Source: an optimization exercise on an open RTL-to-GDS flow (aim: small area and a short achievable clock period). Production flows keep margins and buffers that such runs may drop. Only simulation tests tie the RTL to the original design; equivalence was not proved. Power and IR drop assume default switching activity.

## riscv_core
module riscv_core(clk,restart,imem_addr,imem_rdata,dmem_addr,dmem_wdata,dmem_we,dmem_rdata);
Settings: LEC_CHECK=0, CAP_MARGIN=20, CORE_MARGIN=2, CORE_UTILIZATION=52, CTS_CLUSTER_DIAMETER=80, CTS_CLUSTER_SIZE=24, GPL_ROUTABILITY_DRIVEN=1, PLACE_DENSITY=0.62, SLEW_MARGIN=20, TNS_END_PERCENT=5; clock period 13.0 ns.
standard.sh (not shown) runs the stock make flow with config.mk's settings and CLKGATE_MAP_FILE= SYNTH_SCRIPT=/design/flow/synth_recipe.tcl, a recipe that flattens the netlist after the stock synthesis.
==> flow/flow/run.sh <==
#!/bin/bash
# The standard ORFS layout, with repair_timing aiming for more setup slack than
# the design's settings allow, the restart input placed between the address
# outputs that it gates combinationally, and plain buffers on the ports.
set -uo pipefail
bash standard.sh SETUP_SLACK_MARGIN=7.2 IO_CONSTRAINTS="$PWD/flow/io.tcl" \
  BUFFER_PORTS_ARGS="-buffer_cell sky130_fd_sc_hd__buf_1" finish > run_standard.log 2>&1
==> flow/flow/io.tcl <==
# Keep restart next to the address outputs it gates combinationally.
set_io_pin_constraint -group -order -region right:* -pin_names {imem_addr[31] dmem_addr[31] imem_addr[30] dmem_addr[30] imem_addr[29] dmem_addr[29] imem_addr[28] dmem_addr[28] imem_addr[27] dmem_addr[27] imem_addr[26] dmem_addr[26] imem_addr[25] dmem_addr[25] imem_addr[24] dmem_addr[24] imem_addr[23] dmem_addr[23] imem_addr[22] dmem_addr[22] imem_addr[21] dmem_addr[21] imem_addr[20] dmem_addr[20] imem_addr[19] dmem_addr[19] imem_addr[18] dmem_addr[18] imem_addr[17] dmem_addr[17] imem_addr[16] dmem_addr[16] restart imem_addr[15] dmem_addr[15] imem_addr[14] dmem_addr[14] imem_addr[13] dmem_addr[13] imem_addr[12] dmem_addr[12] imem_addr[11] dmem_addr[11] imem_addr[10] dmem_addr[10] imem_addr[9] dmem_addr[9] imem_addr[8] dmem_addr[8] imem_addr[7] dmem_addr[7] imem_addr[6] dmem_addr[6] imem_addr[5] dmem_addr[5] imem_addr[4] dmem_addr[4] imem_addr[3] dmem_addr[3] imem_addr[2] dmem_addr[2] imem_addr[1] dmem_addr[1] imem_addr[0] dmem_addr[0]}
The first run completed without violations.
Then changed:
--- a/flow/flow/run.sh
+++ b/flow/flow/run.sh
@@ -5,3 +5,3 @@
 set -uo pipefail
-bash standard.sh SETUP_SLACK_MARGIN=7.2 IO_CONSTRAINTS="$PWD/flow/io.tcl" \
+bash standard.sh SETUP_SLACK_MARGIN=7.5 IO_CONSTRAINTS="$PWD/flow/io.tcl" \
   BUFFER_PORTS_ARGS="-buffer_cell sky130_fd_sc_hd__buf_1" finish > run_standard.log 2>&1
--- a/flow/config.mk
+++ b/flow/config.mk
@@ -9,7 +9,7 @@
 export CORE_MARGIN = 2
-export CORE_UTILIZATION = 52
-export CTS_CLUSTER_DIAMETER = 80
-export CTS_CLUSTER_SIZE = 24
+export CORE_UTILIZATION = 45
+export CTS_CLUSTER_DIAMETER = 70
+export CTS_CLUSTER_SIZE = 20
 export GPL_ROUTABILITY_DRIVEN = 1
-export PLACE_DENSITY = 0.62
+export PLACE_DENSITY = 0.55
 export SLEW_MARGIN = 20
Outcome:
- The changed run passed the timing, DRC and antenna checks
- wire length is higher by 4.3%
- flip-flop and latch count is unchanged
- clock power is higher by 35%
- die area is higher by 15%
Then changed:
--- a/flow/config.mk
+++ b/flow/config.mk
@@ -9,8 +9,7 @@
 export CORE_MARGIN = 2
-export CORE_UTILIZATION = 45
-export CTS_CLUSTER_DIAMETER = 70
-export CTS_CLUSTER_SIZE = 20
+export CORE_UTILIZATION = 52
+export CTS_CLUSTER_DIAMETER = 80
+export CTS_CLUSTER_SIZE = 24
 export GPL_ROUTABILITY_DRIVEN = 1
-export PLACE_DENSITY = 0.55
+export PLACE_DENSITY = 0.62
 export SLEW_MARGIN = 20
-export TNS_END_PERCENT = 5
The new run completed with no timing, DRC or antenna violations; die area shrinks by 13%; fmax came out higher by 0.31%; routed wire length shrinks by 3.5%; non-clock buffer count fell by 1; final area decreases by 1.8%; register-to-register slack gets better by 0.25 ns; first-iteration DRC count grows by 22%; setup slack gains 0.019 ns; worst hold slack improved by 0.026 ns; total power fell by 12%.
Then changed:
--- a/flow/flow/run.sh
+++ b/flow/flow/run.sh
@@ -5,3 +5,3 @@
 set -uo pipefail
-bash standard.sh SETUP_SLACK_MARGIN=7.5 IO_CONSTRAINTS="$PWD/flow/io.tcl" \
+bash standard.sh SETUP_SLACK_MARGIN=7.2 IO_CONSTRAINTS="$PWD/flow/io.tcl" \
   BUFFER_PORTS_ARGS="-buffer_cell sky130_fd_sc_hd__buf_1" finish > run_standard.log 2>&1
--- a/flow/config.mk
+++ b/flow/config.mk
@@ -9,7 +9,7 @@
 export CORE_MARGIN = 2
-export CORE_UTILIZATION = 52
-export CTS_CLUSTER_DIAMETER = 80
-export CTS_CLUSTER_SIZE = 24
+export CORE_UTILIZATION = 45
+export CTS_CLUSTER_DIAMETER = 70
+export CTS_CLUSTER_SIZE = 20
 export GPL_ROUTABILITY_DRIVEN = 1
-export PLACE_DENSITY = 0.62
+export PLACE_DENSITY = 0.55
 export SLEW_MARGIN = 20
The changed run ran to the end with no violations.
Clock power climbs by 31%.
Hold slack hardly moves.
Non-clock buffer count climbs by 3.
First-iteration DRC count drops by about 13%.
Power climbs by about 11%.
Core utilization drops by 6.7 points.
Worst setup slack stays flat.
Then changed:
--- a/flow/flow/run.sh
+++ b/flow/flow/run.sh
@@ -5,3 +5,3 @@
 set -uo pipefail
-bash standard.sh SETUP_SLACK_MARGIN=7.2 IO_CONSTRAINTS="$PWD/flow/io.tcl" \
+bash standard.sh SETUP_SLACK_MARGIN=7.5 IO_CONSTRAINTS="$PWD/flow/io.tcl" \
   BUFFER_PORTS_ARGS="-buffer_cell sky130_fd_sc_hd__buf_1" finish > run_standard.log 2>&1
--- a/flow/config.mk
+++ b/flow/config.mk
@@ -9,3 +9,3 @@
 export CORE_MARGIN = 2
-export CORE_UTILIZATION = 45
+export CORE_UTILIZATION = 52
 export CTS_CLUSTER_DIAMETER = 70
@@ -13,3 +13,3 @@
 export GPL_ROUTABILITY_DRIVEN = 1
-export PLACE_DENSITY = 0.55
+export PLACE_DENSITY = 0.62
 export SLEW_MARGIN = 20
Non-clock buffer count went down by 3.
Via count went up by 1.3%.
Cell area went down by 0.56%.
Register-to-register slack gets better by 0.26 ns.
Synthesized cell count is unchanged.
Routed wire length went down by 3.6%.
Setup slack gets worse by 0.0043 ns.

==> what the ideal ports hide <==
Ports are ideal in the flow. The routed layouts listed here were re-timed in OpenROAD. Step 1, drivers: a clkbuf_16 drives clk and a buf_2 each remaining input, both assumed. Step 2 moves the port delays by t, midway between the first and last clock arrival at a register: inputs arrive t later, outputs are due t later. That takes back most of the time a late clock gives input paths. Three values: ideal, step 1, step 2; two values: the first two.
run	shift t [ns]	setup WS [ns]	hold slack, ns	slew at the worst register clock pin (ns)	worst slew at a driven data input, ns
the first run	0.758	7.163 / 7.011 / 7.011	0.482 / 0.482 / 0.482	0.10 / 0.10	0.21
the second run	0.834	7.073 / 6.919 / 6.919	0.448 / 0.448 / 0.448	0.09 / 0.09	0.19
the third run	0.779	7.091 / 6.913 / 6.913	0.473 / 0.473 / 0.473	0.10 / 0.10	0.21
the fourth run	0.848	7.089 / 6.910 / 6.910	0.472 / 0.472 / 0.472	0.09 / 0.09	0.20
the fifth run	0.798	7.085 / 6.911 / 6.911	0.457 / 0.457 / 0.457	0.09 / 0.09	0.20
After both steps setup and hold are still met in every run listed. For the fourth run, which loses most, drivers alone change the setup slack by -0.179 ns; drivers and shift together by -0.179 ns.
